Source: an optimization exercise on an open RTL-to-GDS flow (aim: small area, a short achievable clock period and few clock cycles per item). Production flows keep margins and buffers that such runs may drop. RTL that was checked went through simulation tests only; none was proved equivalent to the original. For run 3, only the layout was checked, not whether the RTL still works.

==> design/flow/design.v <==
module gcd( input [31:0] a_in,
            input [31:0] b_in,
            input start,
            input reset_n,
            input clk,
            output [31:0] result,
            output done);
  localparam int M = 3;           
  logic [32:0] a, b;              
  logic        fb;                
  logic [4:0]  k;                 
  logic        h;                 
  logic        busy;
  logic        bz;                
  wire k_zero = (k == 5'd0);
  wire a_zero = (a == 33'd0);
  wire a_odd = a[0] ^ a[32];
  wire b_odd = b[0] ^ fb;
  wire [32:0] ag0 = b & a;
  wire [32:0] ap  = b ^ a;
  wire [31:0] ag  = {ag0[31:1], ag0[0] | ap[0]};
  wire cy_g0_1 = ag[1] | (ap[1] & ag[0]);
  wire cy_p0_1 = ap[1] & ap[0];
  wire cy_g0_3 = ag[3] | (ap[3] & ag[2]);
  wire cy_p0_3 = ap[3] & ap[2];
  wire cy_g0_5 = ag[5] | (ap[5] & ag[4]);
  wire cy_p0_5 = ap[5] & ap[4];
  wire cy_g0_7 = ag[7] | (ap[7] & ag[6]);
  wire cy_p0_7 = ap[7] & ap[6];
  wire cy_g0_9 = ag[9] | (ap[9] & ag[8]);
  wire cy_p0_9 = ap[9] & ap[8];
  wire cy_g0_11 = ag[11] | (ap[11] & ag[10]);
  wire cy_p0_11 = ap[11] & ap[10];
  wire cy_g0_13 = ag[13] | (ap[13] & ag[12]);
  wire cy_p0_13 = ap[13] & ap[12];
  wire cy_g0_15 = ag[15] | (ap[15] & ag[14]);
  wire cy_p0_15 = ap[15] & ap[14];
  wire cy_g0_17 = ag[17] | (ap[17] & ag[16]);
  wire cy_p0_17 = ap[17] & ap[16];
  wire cy_g0_19 = ag[19] | (ap[19] & ag[18]);
  wire cy_p0_19 = ap[19] & ap[18];
  wire cy_g0_21 = ag[21] | (ap[21] & ag[20]);
  wire cy_p0_21 = ap[21] & ap[20];
  wire cy_g0_23 = ag[23] | (ap[23] & ag[22]);
  wire cy_p0_23 = ap[23] & ap[22];
  wire cy_g0_25 = ag[25] | (ap[25] & ag[24]);
  wire cy_p0_25 = ap[25] & ap[24];
  wire cy_g0_27 = ag[27] | (ap[27] & ag[26]);
  wire cy_p0_27 = ap[27] & ap[26];
  wire cy_g0_29 = ag[29] | (ap[29] & ag[28]);
  wire cy_p0_29 = ap[29] & ap[28];
  wire cy_g0_31 = ag[31] | (ap[31] & ag[30]);
  wire cy_p0_31 = ap[31] & ap[30];
  wire cy_g1_2 = ag[2] | (ap[2] & cy_g0_1);
  wire cy_p1_2 = ap[2] & cy_p0_1;
  wire cy_g1_3 = cy_g0_3 | (cy_p0_3 & cy_g0_1);
  wire cy_p1_3 = cy_p0_3 & cy_p0_1;
  wire cy_g1_6 = ag[6] | (ap[6] & cy_g0_5);
  wire cy_p1_6 = ap[6] & cy_p0_5;
  wire cy_g1_7 = cy_g0_7 | (cy_p0_7 & cy_g0_5);
  wire cy_p1_7 = cy_p0_7 & cy_p0_5;
  wire cy_g1_10 = ag[10] | (ap[10] & cy_g0_9);
  wire cy_p1_10 = ap[10] & cy_p0_9;
  wire cy_g1_11 = cy_g0_11 | (cy_p0_11 & cy_g0_9);
  wire cy_p1_11 = cy_p0_11 & cy_p0_9;
  wire cy_g1_14 = ag[14] | (ap[14] & cy_g0_13);
  wire cy_p1_14 = ap[14] & cy_p0_13;
  wire cy_g1_15 = cy_g0_15 | (cy_p0_15 & cy_g0_13);
  wire cy_p1_15 = cy_p0_15 & cy_p0_13;
  wire cy_g1_18 = ag[18] | (ap[18] & cy_g0_17);
  wire cy_p1_18 = ap[18] & cy_p0_17;
  wire cy_g1_19 = cy_g0_19 | (cy_p0_19 & cy_g0_17);
  wire cy_p1_19 = cy_p0_19 & cy_p0_17;
  wire cy_g1_22 = ag[22] | (ap[22] & cy_g0_21);
  wire cy_p1_22 = ap[22] & cy_p0_21;
  wire cy_g1_23 = cy_g0_23 | (cy_p0_23 & cy_g0_21);
  wire cy_p1_23 = cy_p0_23 & cy_p0_21;
  wire cy_g1_26 = ag[26] | (ap[26] & cy_g0_25);
  wire cy_p1_26 = ap[26] & cy_p0_25;
  wire cy_g1_27 = cy_g0_27 | (cy_p0_27 & cy_g0_25);
  wire cy_p1_27 = cy_p0_27 & cy_p0_25;
  wire cy_g1_30 = ag[30] | (ap[30] & cy_g0_29);
  wire cy_p1_30 = ap[30] & cy_p0_29;
  wire cy_g1_31 = cy_g0_31 | (cy_p0_31 & cy_g0_29);
  wire cy_p1_31 = cy_p0_31 & cy_p0_29;
  wire cy_g2_4 = ag[4] | (ap[4] & cy_g1_3);
  wire cy_p2_4 = ap[4] & cy_p1_3;
  wire cy_g2_5 = cy_g0_5 | (cy_p0_5 & cy_g1_3);
  wire cy_p2_5 = cy_p0_5 & cy_p1_3;
  wire cy_g2_6 = cy_g1_6 | (cy_p1_6 & cy_g1_3);
  wire cy_p2_6 = cy_p1_6 & cy_p1_3;
  wire cy_g2_7 = cy_g1_7 | (cy_p1_7 & cy_g1_3);
  wire cy_p2_7 = cy_p1_7 & cy_p1_3;
  wire cy_g2_12 = ag[12] | (ap[12] & cy_g1_11);
  wire cy_p2_12 = ap[12] & cy_p1_11;
  wire cy_g2_13 = cy_g0_13 | (cy_p0_13 & cy_g1_11);
  wire cy_p2_13 = cy_p0_13 & cy_p1_11;
  wire cy_g2_14 = cy_g1_14 | (cy_p1_14 & cy_g1_11);
  wire cy_p2_14 = cy_p1_14 & cy_p1_11;
  wire cy_g2_15 = cy_g1_15 | (cy_p1_15 & cy_g1_11);
  wire cy_p2_15 = cy_p1_15 & cy_p1_11;
  wire cy_g2_20 = ag[20] | (ap[20] & cy_g1_19);
  wire cy_p2_20 = ap[20] & cy_p1_19;
  wire cy_g2_21 = cy_g0_21 | (cy_p0_21 & cy_g1_19);
  wire cy_p2_21 = cy_p0_21 & cy_p1_19;
  wire cy_g2_22 = cy_g1_22 | (cy_p1_22 & cy_g1_19);
  wire cy_p2_22 = cy_p1_22 & cy_p1_19;
  wire cy_g2_23 = cy_g1_23 | (cy_p1_23 & cy_g1_19);
  wire cy_p2_23 = cy_p1_23 & cy_p1_19;
  wire cy_g2_28 = ag[28] | (ap[28] & cy_g1_27);
  wire cy_p2_28 = ap[28] & cy_p1_27;
  wire cy_g2_29 = cy_g0_29 | (cy_p0_29 & cy_g1_27);
  wire cy_p2_29 = cy_p0_29 & cy_p1_27;
  wire cy_g2_30 = cy_g1_30 | (cy_p1_30 & cy_g1_27);
  wire cy_p2_30 = cy_p1_30 & cy_p1_27;
  wire cy_g2_31 = cy_g1_31 | (cy_p1_31 & cy_g1_27);
  wire cy_p2_31 = cy_p1_31 & cy_p1_27;
  wire cy_g3_8 = ag[8] | (ap[8] & cy_g2_7);
  wire cy_p3_8 = ap[8] & cy_p2_7;
  wire cy_g3_9 = cy_g0_9 | (cy_p0_9 & cy_g2_7);
  wire cy_p3_9 = cy_p0_9 & cy_p2_7;
  wire cy_g3_10 = cy_g1_10 | (cy_p1_10 & cy_g2_7);
  wire cy_p3_10 = cy_p1_10 & cy_p2_7;
  wire cy_g3_11 = cy_g1_11 | (cy_p1_11 & cy_g2_7);
  wire cy_p3_11 = cy_p1_11 & cy_p2_7;
  wire cy_g3_12 = cy_g2_12 | (cy_p2_12 & cy_g2_7);
  wire cy_p3_12 = cy_p2_12 & cy_p2_7;
  wire cy_g3_13 = cy_g2_13 | (cy_p2_13 & cy_g2_7);
  wire cy_p3_13 = cy_p2_13 & cy_p2_7;
  wire cy_g3_14 = cy_g2_14 | (cy_p2_14 & cy_g2_7);
  wire cy_p3_14 = cy_p2_14 & cy_p2_7;
  wire cy_g3_15 = cy_g2_15 | (cy_p2_15 & cy_g2_7);
  wire cy_p3_15 = cy_p2_15 & cy_p2_7;
  wire cy_g3_24 = ag[24] | (ap[24] & cy_g2_23);
  wire cy_p3_24 = ap[24] & cy_p2_23;
  wire cy_g3_25 = cy_g0_25 | (cy_p0_25 & cy_g2_23);
  wire cy_p3_25 = cy_p0_25 & cy_p2_23;
  wire cy_g3_26 = cy_g1_26 | (cy_p1_26 & cy_g2_23);
  wire cy_p3_26 = cy_p1_26 & cy_p2_23;
  wire cy_g3_27 = cy_g1_27 | (cy_p1_27 & cy_g2_23);
  wire cy_p3_27 = cy_p1_27 & cy_p2_23;
  wire cy_g3_28 = cy_g2_28 | (cy_p2_28 & cy_g2_23);
  wire cy_p3_28 = cy_p2_28 & cy_p2_23;
  wire cy_g3_29 = cy_g2_29 | (cy_p2_29 & cy_g2_23);
  wire cy_p3_29 = cy_p2_29 & cy_p2_23;
  wire cy_g3_30 = cy_g2_30 | (cy_p2_30 & cy_g2_23);
  wire cy_p3_30 = cy_p2_30 & cy_p2_23;
  wire cy_g3_31 = cy_g2_31 | (cy_p2_31 & cy_g2_23);
  wire cy_p3_31 = cy_p2_31 & cy_p2_23;
  wire cy_g4_16 = ag[16] | (ap[16] & cy_g3_15);
  wire cy_p4_16 = ap[16] & cy_p3_15;
  wire cy_g4_17 = cy_g0_17 | (cy_p0_17 & cy_g3_15);
  wire cy_p4_17 = cy_p0_17 & cy_p3_15;
  wire cy_g4_18 = cy_g1_18 | (cy_p1_18 & cy_g3_15);
  wire cy_p4_18 = cy_p1_18 & cy_p3_15;
  wire cy_g4_19 = cy_g1_19 | (cy_p1_19 & cy_g3_15);
  wire cy_p4_19 = cy_p1_19 & cy_p3_15;
  wire cy_g4_20 = cy_g2_20 | (cy_p2_20 & cy_g3_15);
  wire cy_p4_20 = cy_p2_20 & cy_p3_15;
  wire cy_g4_21 = cy_g2_21 | (cy_p2_21 & cy_g3_15);
  wire cy_p4_21 = cy_p2_21 & cy_p3_15;
  wire cy_g4_22 = cy_g2_22 | (cy_p2_22 & cy_g3_15);
  wire cy_p4_22 = cy_p2_22 & cy_p3_15;
  wire cy_g4_23 = cy_g2_23 | (cy_p2_23 & cy_g3_15);
  wire cy_p4_23 = cy_p2_23 & cy_p3_15;
  wire cy_g4_24 = cy_g3_24 | (cy_p3_24 & cy_g3_15);
  wire cy_p4_24 = cy_p3_24 & cy_p3_15;
  wire cy_g4_25 = cy_g3_25 | (cy_p3_25 & cy_g3_15);
  wire cy_p4_25 = cy_p3_25 & cy_p3_15;
  wire cy_g4_26 = cy_g3_26 | (cy_p3_26 & cy_g3_15);
  wire cy_p4_26 = cy_p3_26 & cy_p3_15;
  wire cy_g4_27 = cy_g3_27 | (cy_p3_27 & cy_g3_15);
  wire cy_p4_27 = cy_p3_27 & cy_p3_15;
  wire cy_g4_28 = cy_g3_28 | (cy_p3_28 & cy_g3_15);
  wire cy_p4_28 = cy_p3_28 & cy_p3_15;
  wire cy_g4_29 = cy_g3_29 | (cy_p3_29 & cy_g3_15);
  wire cy_p4_29 = cy_p3_29 & cy_p3_15;
  wire cy_g4_30 = cy_g3_30 | (cy_p3_30 & cy_g3_15);
  wire cy_p4_30 = cy_p3_30 & cy_p3_15;
  wire cy_g4_31 = cy_g3_31 | (cy_p3_31 & cy_g3_15);
  wire cy_p4_31 = cy_p3_31 & cy_p3_15;
  wire [31:0] cy_G = {cy_g4_31, cy_g4_30, cy_g4_29, cy_g4_28, cy_g4_27, cy_g4_26, cy_g4_25, cy_g4_24, cy_g4_23, cy_g4_22, cy_g4_21, cy_g4_20, cy_g4_19, cy_g4_18, cy_g4_17, cy_g4_16, cy_g3_15, cy_g3_14, cy_g3_13, cy_g3_12, cy_g3_11, cy_g3_10, cy_g3_9, cy_g3_8, cy_g2_7, cy_g2_6, cy_g2_5, cy_g2_4, cy_g1_3, cy_g1_2, cy_g0_1, ag[0]};
  wire [32:0] e = ap ^ {cy_G, 1'b1};        
  wire e_zero = &(a ^ b);                   
  wire swap = e[32] ^ b[32];                
  wire strip  = h || (!a_odd && !b_odd);    
  wire a_even = !a_odd && b_odd;
  wire odd    = a_odd && b_odd;
  logic [32:0] x;
  logic        fx;
  always_comb begin
    if (strip || a_even) begin x = a; fx = a[32]; end
    else if (odd)        begin x = e; fx = 1'b0;  end
    else                 begin x = b; fx = fb;    end
  end
  wire [3:0] xl = x[3:0] ^ {4{fx}};
  logic [32:0] xs;
  always_comb begin
    xs = {x[32], x[32:1]};
    if (strip) xs = {x[32], x[32:1]};
    else if (M >= 4 && xl[3:0] == 4'd0) xs = {{4{x[32]}}, x[32:4]};
    else if (M >= 3 && xl[2:0] == 3'd0) xs = {{3{x[32]}}, x[32:3]};
    else if (M >= 2 && xl[1:0] == 2'd0) xs = {{2{x[32]}}, x[32:2]};
  end
  wire conv = !fx && x[32] && xs[0];
  wire fin = bz || (odd && e_zero);
  assign done   = busy && fin && k_zero;
  assign result = a[31:0] ^ {32{a[32]}};
  always_ff @(posedge clk, negedge reset_n) begin
    if (!reset_n)                  busy <= 1'b0;
    else if (!busy)                busy <= start;
    else if (fin && k_zero)        busy <= 1'b0;
  end
  wire load = !busy && start;
  always_ff @(posedge clk) begin
    b  <= load ? {1'b1, ~b_in} : {xs[32:1], xs[0] & !conv};
    fb <= load | fx | conv;
  end
  always_ff @(posedge clk) begin
    if (load) begin
      a  <= {1'b0, a_in};
      k  <= '0;
      h  <= 1'b0;
      bz <= (b_in == 32'd0);
    end else if (busy && bz) begin
      if (!k_zero) begin
        a <= {a[31:0], a[32]};
        k <= k - 5'd1;
      end
    end else if (busy) begin
      bz <= odd ? e_zero : a_zero;
      if (strip) begin
        a <= b;
        h <= !h;
        if (h) k <= k + 5'd1;
      end else if (a_even || (odd && swap)) begin
        a <= b;
      end
    end
  end
endmodule
==> design/flow/flow/run.sh <==
#!/bin/bash
# Standard ORFS layout, with the port buffers made of the smallest buffer
# cell and a clock tree of one level of large buffers without dummy loads.
set -euo pipefail
export BUFFER_PORTS_ARGS="-buffer_cell sky130_fd_sc_hd__buf_1"
export CTS_ARGS="-sink_clustering_enable -repair_clock_nets -dont_use_dummy_load -sink_clustering_size 80 -sink_clustering_max_diameter 400 -buf_list sky130_fd_sc_hd__clkbuf_16"
bash standard.sh > standard_flow.log 2>&1
==> design/flow/standard.sh <==
#!/bin/bash
# synth_recipe.tcl (not shown) runs the flow's synth.tcl, then flattens the netlist and writes it again
# the make line also repeats each setting of config.mk as NAME=value (left out here)
make -C /OpenROAD-flow-scripts/flow DESIGN_CONFIG=/design/flow/config.mk WORK_HOME=/design/flow/orfs CLKGATE_MAP_FILE= SYNTH_SCRIPT=/design/flow/synth_recipe.tcl "${@:-finish}"
==> design/flow/config.mk <==
export PLATFORM = sky130hd
export DESIGN_NAME = gcd
export DESIGN_NICKNAME = gcd
export VERILOG_FILES = /design/flow/design.v
export SDC_FILE = /design/flow/constraint.sdc
export NUM_CORES = 4
export LEC_CHECK = 0
export CAP_MARGIN = 20
export CORE_MARGIN = 2
export CORE_UTILIZATION = 40
export PLACE_DENSITY = 0.6
export SETUP_SLACK_MARGIN = 0.6
export SLEW_MARGIN = 20
==> design/flow/constraint.sdc <==
create_clock -name core_clock -period 4.0 [get_ports {clk}]
set_input_delay 0.8000 -clock core_clock [delete_from_list [all_inputs] [get_ports {clk}]]
set_output_delay 0.8000 -clock core_clock [all_outputs]
set_load 0.01 [all_outputs]
==> results of run 1 <==
[per-stage QoR]
step	util	cells	worst slack [ns]
after floorplan	-	813	0.753
after global placement	0.458	1122	0.233
after detailed placement	0.458	1122	0.194
after CTS	0.479	1141	0.601
after global routing	0.491	1152	0.595
final	0.491	1152	0.669
[state kept, by name (all words and copies together) (netlist names)]
register / count
b: 33
busy: 1
h: 1
bz: 1
fb: 1
k: 5
a: 33
[worst max-delay path by stage]
stage | start | endpoint | cells past startpoint
2_1_floorplan | a[17] | a[0] | 9
3_3_place_gp | a[5] | a[14] | 9
3_5_place_dp | a[5] | a[12] | 9
4_1_cts | a[21] | done | 6
5_1_grt | a[3] | a[10] | 12
6_report | a[24] | done | 9
[final cells by class]
class | count | area [um^2]
clock buffer | 9 | 225
fill | 1620 | 8110
inverter | 19 | 71.3
multi-input combinational | 678 | 4610
sequential | 75 | 1840
tap | 216 | 270
timing repair buffer | 155 | 810
[logic make-up (layout without fill, tap and decap cells)]
family	Yosys count	count (layout)
simple gates	296	298
xor+xnor	59	59
mux	21	21
compound gates	259	259
flops	75	75
buf+inv	62	183
fa+ha+maj	41	41
[worst max-delay path, stage by stage (launching register included)]
cell,delay (ns)
edfxtp_1,0.44
ha_4,0.31
and2_4,0.16
nand2_2,0.09
nor2_4,0.13
and3_4,0.24
nand4_1,0.21
nor3_4,0.29
o211a_1,0.19
clkbuf_2,0.13
[cell usage after synthesis (5+ instances only)]
| cell | n |
|---|---|
| o21ai_0 | 52 |
| edfxtp_1 | 33 |
| nor4_1 | 17 |
| o211ai_1 | 11 |
| a211oi_1 | 13 |
| buf_2 | 5 |
| a21oi_1 | 59 |
| a22oi_1 | 32 |
| o21ai_1 | 9 |
| xnor2_1 | 14 |
| fa_1 | 6 |
| a31oi_1 | 8 |
| nand2_1 | 130 |
| a21o_1 | 12 |
| o21a_1 | 7 |
| o221ai_1 | 8 |
| nor2_1 | 57 |
| clkbuf_1 | 23 |
| buf_1 | 9 |
| nand4_1 | 14 |
| dfxtp_1 | 41 |
| inv_1 | 18 |
| ha_1 | 35 |
| and3_1 | 11 |
| xor2_1 | 42 |
| or3_1 | 9 |
| mux2i_1 | 18 |
| nor3_1 | 21 |
| o22ai_1 | 5 |
| nand3_1 | 14 |
| a221oi_1 | 5 |
[metal layers]
layer	vias to the layer above	global-route usage	part of all wire
li1	3264	-	-
met1	3269	0.347	0.44
met2	268	0.415	0.45
met3	63	0.0523	0.070
met4	0	0.126	0.044
met5	-	0	0
[repair_timing]
action                                  4_1_cts  5_1_grt
endpoints found under the setup margin       35       50
setup buffers                                 8       11
pin swaps                                     4        6
resized for setup                            10       22
cloned                                        2        0
==> impl_results.md, run 1 <==
- Status: no timing/DRC/antenna violations
- Row cnt: 46
- WHS: 0.196 ns
- Seq/Total Area, Yosys: 0.280
- CTS tree: built
- Hold buffers post-CTS: 0
- Slew Viols, Final: 0
- Reg-to-reg setup timing slack: 0.73 ns
- Initial Util: 0.411
- Via count: slightly below 7000
- First-pass GRT wire length: roughly 36 mm
- Worst R2R Start: a[9]
- Initial antenna violation count: 0
- Yosys top cell by area: edfxtp_1
- Root buffer selected by CTS: clkbuf_16
- Top post-synthesis cells by area: edfxtp_1 15%, dfxtp_1 13%, nand2_1 7.4%
- Critical path required time: approximately 3.2 ns
- Most frequent cells in the layout: 128 x nand2_1, 98 x buf_1, 56 x a21oi_1, 54 x nor2_1, 54 x buf_4
- Crit-path max FO: 4
- CP Class: flop to output pin
- Distinct cell type count after synthesis: 77
- Synth Area in Adders: 0.0851
- Worst slew pin tran: approximately 1 ns
- Max Fclk: ~300 MHz
- Nets: between 1000 and 1500
- Critical path capture point type: output pin
- Clock sink count: 75
- Xor/xnor share of the synthesized area: 0.0840
- Largest net degree at the start of global routing: 45
- Min-delay worst type: primary input to asynchronous set/reset pin
- RSZ-0062 raised after global routing: true
- Vias in the first global route: roughly 6500
- Die area: around 0.017 mm^2
- Mux contribution to synthesized area: 0.0326
- Post-Synth Simple-Gate Area: 0.207
- EDFF count, synth: 33
- IO buf count: a little under 100
- Mapped Area: 0.00656 mm^2
- Worst-path clk slew: about 0.060 ns
- Tcrit/Tclk final: 0.833
- Maxcap violations: 0
- Final hold vios: 0
- Syn avg cell area: ~8.1 um^2
- Finished Cell Area: 0.00783 mm^2
- DP HPWL: ~17 mm
- Share of flip-flops with an asynchronous set or reset: 0.0133
- DR iter-0 viols: around 550
- Most common cell after layout, fill and taps aside: nand2_1
- Wire length per cell: between 20 and 25 um
- Share of cells above drive strength 1: 0.127
- Clock buffer depth: 2
- Chip height: 132 um
- Residual DRC: 0
- Post-synth top area share: 0.151
- GPL Wtd Cong: 0.955
- Max_slew headroom: 0.338
- Main synth FF type: dfxtp_1
- Shortest period the worst path allows: 3.33 ns
- Global-route usage over all layers: 0.264
- # H-tree levels: 3
- Final Skew: 0.0105 ns
- Post-synthesis compound-gate area fraction: 0.270
- Yosys reg bits: 75
- Main combinational cell family by area after synthesis: compound AO/OA/AOI/OAI gates
- DR pass1 iterations: 5
- Post-Place Cell Area: 0.00730 mm^2
- I/O pin count: 100
- Via density: just under 6
- CTS Buf Count: 9
- Post-Syn Nets: slightly above 900
- Ys Warns: 1
- Post-route ant nets: 0
- Worst reg-to-reg path cell count: 12
- Synth Instances: around 810
- CORE AREA: about 0.016 mm^2
- WL final: 23.1 mm
- Area Growth Syn to Fin: 19.4%
- Critical path arrival: 2.53 ns
- Final antenna diode count: 0
- Setup TNS: 0 ns
- Clock latency (worst-skew pair): around 0.35 ns
- Chip Width: between 100 and 150 um
- GR Overflow Total: 0
- Final setup viols: 0
- Nature of the critical path startpoint: flop
- Reg2reg end: a[11]
Testbench counts, summed over its fixed seeds: cycles 53,893, items 2,400.
==> run 2: changes to the inputs <==
--- a/design/flow/config.mk
+++ b/design/flow/config.mk
@@ -7,2 +7,3 @@
 export LEC_CHECK = 0
+export ABC_AREA = 1
 export CAP_MARGIN = 20
==> run 2 against run 1 <==
Against the previous run: still clean on timing, DRC and antenna; clock-buffer cell count unchanged; worst hold slack improved by 0.0029 ns; global-route usage is 1.9 points lower; critical path depth grew 3; maximum frequency is 3.4% higher; first-iteration DRC count up 26%; setup slack improved by 0.11 ns; clock skew is 0.0039 ns higher; register-to-register slack gained 0.19 ns; critical endpoint unchanged.
==> impl_results.md, run 2 <==
- Residual DRC: 0
- Most frequent cell after synthesis: nand2_1
- Max_slew headroom: 0.302
- Nets: between 1000 and 1500
- Yosys reg bits: 75
- Ys Warns: 1
- Post-route ant nets: 0
- Area Growth Syn to Fin: 13.3%
- WL final: between 20 and 25 mm
- Final Skew: roughly 0.014 ns
- Crit-path max FO: 5
- Mapped Area: 0.00718 mm^2
- Reg-to-reg setup timing slack: roughly 0.92 ns
- Area of the multi-input gates: about 0.0047 mm^2
- CP Class: flop to output pin
- Worst R2R Start: b[0]
- Via count: 7754
- Tcrit/Tclk final: 0.806
- Final setup viols: 0
- RSZ-0062 raised after global routing: true
- Vias in the first global route: 6936
- Slew Viols, Final: 0
- Global-route usage over all layers: 0.245
- IO buf count: just under 100
- DR pass1 iterations: 8
- Nature of the critical path startpoint: flop
- Top post-synthesis cells by area: nand2_1 19%, edfxtp_1 14%, dfxtp_1 11%
- Chip Width: between 100 and 150 um
- End-of-flow core utilization: 0.467
- Worst-path clk slew: around 0.060 ns
- Worst slew pin tran: about 1.0 ns
- Root buffer selected by CTS: clkbuf_16
- Reg2reg end: a[27]
- Finished Cell Area: 0.00813 mm^2
- Critical path required time: between 3 and 4 ns
- Clock latency (worst-skew pair): around 0.35 ns
- Initial Util: 0.412
- Critical path arrival: 2.42 ns
- DR iter-0 viols: between 600 and 700
- Setup TNS: 0 ns
- Fin cells: between 1000 and 1500
- Initial antenna violation count: 0
- Clock buffer depth: 2
- Row cnt: 48
- Post-Place Cell Area: roughly 0.0077 mm^2
- GPL Wtd Cong: roughly 0.89
- # H-tree levels: 3
- Main synth FF type: dfxtp_1
- Seq/Total Area, Yosys: 0.256
- Chip height: 138 um
- Distinct cell type count after synthesis: 49
- Worst reg-to-reg path cell count: 20
- WHS: around 0.20 ns
- Max Fclk: around 310 MHz
- Most frequent cells in the layout: 358 x nand2_1, 133 x nand3_1, 117 x inv_1, 99 x buf_1, 64 x a21oi_1
- CTS tree: built
- Post-Syn Nets: around 1200
- Share of flip-flops with an asynchronous set or reset: 0.0133
- Maxcap violations: 0
- Status: no timing/DRC/antenna violations
- Post-synth top area share: 0.188
- Die area: about 0.019 mm^2
- Placed Cells: 1411
- Wire length per cell: 16.0 um
- Share of cells above drive strength 1: 0.0842
- Min-delay worst type: primary input to asynchronous set/reset pin
- Register area: about 0.0018 mm^2
- Syn avg cell area: roughly 6.4 um^2
- Final hold vios: 0
- Final antenna diode count: 0
- EDFF count, synth: 33
- First-pass GRT wire length: 36.1 mm
- Most common cell after layout, fill and taps aside: nand2_1
- DP HPWL: 16.0 mm
- Top cells by count, synth: 360 x nand2_1, 133 x nand3_1, 118 x inv_1
- CORE AREA: 0.0174 mm^2
- Clock sink count: 75
- I/O pin count: 100
- Yosys top cell by area: nand2_1
- Critical path capture point type: output pin
- Biggest regs: a (33), b (33), k (5)
- CTS Buf Count: 9
- Largest net degree at the start of global routing: 86
- GR Overflow Total: 0
- Synth Instances: between 1000 and 1500
- Via density: 5.40
- Shortest period the worst path allows: between 3 and 4 ns
- Fillers: between 1500 and 2000
==> run 2: cell types whose count changed in the layout (fill, tap and decap cells not counted), moves of 15 or more <==
cell | before | now
mux2i_1 | 18 | 0
inv_1 | 18 | 117
buf_4 | 54 | 27
nand2_1 | 128 | 358
a22oi_1 | 32 | 3
nor3_1 | 20 | 5
nand3_1 | 14 | 133
or2_2 | 2 | 19
==> run 2: cells by family after synthesis <==
logic type | share of synthesized area
AOI/OAI and AO/OA | 0.134
xor gates and xnor gates | 0.0535
DFF | 0.256
buffers and inverters | 0.103
and+or+nand+nor | 0.376
adders and majority gates | 0.0778
==> run 2: how the worst max path moves through the flow <==
stage,endpoint,slack [ns],from
3_5_place_dp,a[11],0.70,a[0]
4_1_cts,done,0.62,a[20]
3_3_place_gp,a[27],0.75,a[0]
5_1_grt,b[15],0.60,b[0]
6_report,done,0.78,a[21]
2_1_floorplan,a[0],0.71,a[0]
==> run 2: cell type report <==
cell class	count	share of cell area
Timing Repair Buffer	128	0.0734
Inverter	129	0.0605
Sequential cell	75	0.226
Multi-Input combinational cell	870	0.578
Clock buffer	9	0.0277
Tap cell	225	0.0346
==> run 2: per-stage QoR <==
step                      setup WS (ns)
after floorplan                   0.712
after global placement            0.751
after detailed placement          0.702
after CTS                         0.623
after global routing              0.598
final                             0.778
==> run 2: critical path, cell delays in order (launching register included) <==
cell and delay [ns]:
edfxtp_1 0.49, ha_4 0.33, nand2_1 0.09, nor2_2 0.13, inv_1 0.07, nor2_4 0.15, inv_1 0.11, nor2_2 0.11
nand4_1 0.18, nand2_1 0.10, nand2_1 0.07, nor2_1 0.09, buf_1 0.15
==> run 2: timing repair <==
action                     4_1_cts  5_1_grt
setup endpoints to repair        1       41
gates resized for setup          3       16
setup buffers                    0       16
pin swaps                        0        1
hold buffers                     0        0
==> run 2: metal layers <==
| metal | track usage | wire, um |
|---|---|---|
| met1 | 0.352 | 10800 |
| met2 | 0.390 | 10000 |
| met3 | 0.0285 | 1700 |
| met4 | 0.0641 | 369 |
| met5 | 0 | 0 |
==> run 3: changes to the inputs <==
--- a/design/flow/design.v
+++ b/design/flow/design.v
@@ -183,3 +183,3 @@
   wire [32:0] e = ap ^ {cy_G, 1'b1};        
-  wire e_zero = &(a ^ b);                   
+  wire e_zero = &(a | b) && !(|(a & b));  
   wire swap = e[32] ^ b[32];                
--- a/design/flow/config.mk
+++ b/design/flow/config.mk
@@ -7,3 +7,2 @@
 export LEC_CHECK = 0
-export ABC_AREA = 1
 export CAP_MARGIN = 20
==> run 3 against run 2 <==
Against the previous run: global-route usage is 3.5 points higher; register-to-register slack worse by 0.47 ns; critical path type is now flop to flop; maximum frequency is 9.2% lower.
==> impl_results.md, run 3 <==
- CP Class: flop to flop
- Hold buffers post-CTS: 0
- Chip height: 136 um
- IO buf count: 99
- Reg-to-reg setup timing slack: about 0.45 ns
- DP HPWL: 18.4 mm
- Synth Area in Adders: 0.143
- Largest net degree at the start of global routing: 90
- GPL Wtd Cong: around 1
- Main combinational cell family by area after synthesis: compound AO/OA/AOI/OAI gates
- Min-delay worst type: primary input to asynchronous set/reset pin
- RSZ-0062 raised after global routing: true
- Distinct cell type count after synthesis: just under 80
- Most frequent cells in the layout: 99 x buf_1, 73 x inv_1, 68 x ha_1, 56 x buf_4, 51 x a21oi_1
- First-pass GRT wire length: 38.8 mm
- Wire length per cell: 21.8 um
- Clock buffer depth: 2
- Ys Warns: 1
- Status: no timing/DRC/antenna violations
- Maxcap violations: 0
- CORE AREA: ~0.017 mm^2
- Mux contribution to synthesized area: 0.0203
- Root buffer selected by CTS: clkbuf_16
- Worst R2R Start: a[0]
- EDFF count, synth: 33
- CP cell instances: inv_2 > ha_4 > fa_2 > nand2b_4 > a21o_1 > a211oi_4 > o311ai_4 > a211oi_2 > mux2i_1 > or3_4 > xnor2_4 > o31ai_4 > buf_6 > nand2_8 > buf_12
- Top post-synthesis cells by area: edfxtp_1 14%, ha_1 13%, dfxtp_1 12%
- Slowest CP cell: or3_4
- Initial antenna violation count: 0
- Mapped Area: 0.00697 mm^2
- Final hold vios: 0
- Post-synth top area share: 0.142
- Max Fclk: 282 MHz
- Final antenna diode count: 0
- CTS tree: built
- Xor/xnor share of the synthesized area: 0.0811
- Post-route ant nets: 0
- Seq/Total Area, Yosys: 0.264
- Tcrit/Tclk final: 0.887
- Critical path capture point type: flop
- GR Overflow Total: 0
- Share of cells above drive strength 1: 0.138
- Clock sink count: 75
- Reg2reg end: a[3]
- Via density: 6.08
- Chip Width: between 100 and 150 um
- Yosys top cell by area: edfxtp_1
- WL final: approximately 26 mm
- Setup TNS: 0 ns
- Shortest period the worst path allows: 3.55 ns
- Final Skew: between 0.01 and 0.015 ns
- Max incr delay on CP: 0.44 ns
- Global-route usage over all layers: 0.279
- I/O pin count: 100
- Top cells by count, synth: 75 x inv_1, 70 x ha_1, 54 x a21oi_1
- Critical path required time: ~4 ns
- Most common cell after layout, fill and taps aside: buf_1
- Worst-path clk slew: roughly 0.050 ns
- Post-Syn Nets: just under 1000
- Worst slew pin tran: 0.811 ns
- Main synth FF type: dfxtp_1
- Vias in the first global route: around 6700
- Worst reg-to-reg path cell count: 15
- Most frequent cell after synthesis: inv_1
- Nature of the critical path startpoint: flop
- Via count: 7168
- Post-synthesis compound-gate area fraction: 0.250
- Yosys reg bits: between 70 and 80
- End-of-flow core utilization: 0.493
- Crit-path max FO: 8
- Synth Instances: slightly above 800
- Area Growth Syn to Fin: 21.4%
- Initial Util: 0.406
- Clock latency (worst-skew pair): around 0.36 ns
- DR iter-0 viols: 814
- Biggest regs: a (33), b (33), k (5)
- DR pass1 iterations: 5
- Row cnt: 48
- Critical path arrival: 3.66 ns
- Nets: approximately 1100
- Share of flip-flops with an asynchronous set or reset: 0.0133
- Final setup viols: 0
- Post-Synth Simple-Gate Area: 0.173
- Residual DRC: 0
- Die area: about 0.018 mm^2
- # H-tree levels: 3
- Max_slew headroom: 0.457
- CTS Buf Count: 9
- Syn avg cell area: approximately 8.4 um^2
- Slew Viols, Final: 0
run 3: cell count changes in the layout (fill, tap and decap cells not counted), moves of 16 or more:
cell and delta:
nor2_1 -16, nor3_1 +41, nand2_1 -314, a221o_1 +33, ha_1 +38, nand3_1 -111, or2_2 -19, inv_1 -44
buf_4 +29
run 3: cell families after synthesis:
kind of cell / Yosys count
muxes: 12
xor gates and xnor gates: 62
AOI/OAI and AO/OA: 244
buffers and inverters: 121
and+or+nand+nor: 236
DFF: 75
adders and majority gates: 76
run 3: final cells by class:
class / count / area [um^2]
Tap cell: 225 / 282
Multi-Input combinational cell: 631 / 4920
Timing Repair Buffer: 162 / 905
Sequential cell: 75 / 1840
Clock buffer: 9 / 225
Inverter: 77 / 289
Fill cell: 1741 / 8710
run 3: worst max-delay path: cells and delay by family, from the launching register on:
family,cells,cell delay [ns]
mux,1,0.15
xor+xnor,1,0.15
flops,1,0.35
buf+inv,3,0.40
fa+ha+maj,2,0.50
simple gates,3,0.66
compound gates,5,1.08
run 3: metal layers:
| metal | track usage | vias to the layer above | wire length (um) |
|---|---|---|---|
| met5 | 0 | - | 0 |
| met4 | 0.131 | 0 | 1180 |
| met3 | 0.0537 | 77 | 2330 |
| met2 | 0.427 | 365 | 11100 |
| met1 | 0.380 | 3400 | 11100 |
| li1 | - | 3326 | - |
run 3: timing repair:
item	CTS	global route
gates resized for setup	19	22
setup buffers	16	11
cloned	2	0
setup endpoints to repair	44	59
pin swaps	9	4
run 3: how the worst max path moves through the flow:
| stage | from | endpoint |
|---|---|---|
| finish | a[0] | a[3] |
| detailed placement | b[0] | a[14] |
| floorplan | a[0] | a[0] |
| global route | a[0] | b[29] |
| global placement | b[0] | a[13] |
| CTS | a[0] | a[3] |
run 3: metrics by stage:
step | instances | hold WS [ns] | setup slack, ns | instance area (um^2)
6_report | 1179 | 0.204 | 0.451 | 8460
3_3_place_gp | 1141 | 0.480 | 0.177 | 7770
3_5_place_dp | 1141 | 0.486 | 0.0746 | 7770
2_1_floorplan | 826 | 0.458 | 0.417 | 7020
5_1_grt | 1179 | 0.212 | 0.270 | 8460
4_1_cts | 1168 | 0.204 | 0.489 | 8280

==> re-timing with driven ports <==
In the flow no input, the clock included, has a driving cell. The finished layouts below were timed again as built, in two steps.
Step 1 sets driving cells, clkbuf_16 on the clock port and buf_2 on the other inputs (assumed; they add their load-dependent delay and slew).
Step 2 moves the port delays by t, midway between the first and last clock arrival at a register: inputs arrive t later, outputs are due t later. That takes back most of the time a late clock gives input paths.
Slacks: ideal / step 1 / step 2; pairs: ideal / step 1.
run	t (ns)	slack for setup (ns)	worst setup path at the end	worst data-port slew with drivers (ns)
run 1	0.390	0.669 / 0.627 / 0.728	register to register	0.03
run 2	0.387	0.778 / 0.734 / 0.924	register to register	0.04
run 3	0.395	0.451 / 0.451 / 0.451	register to register	0.04
After both steps setup and hold are still met in every run listed.
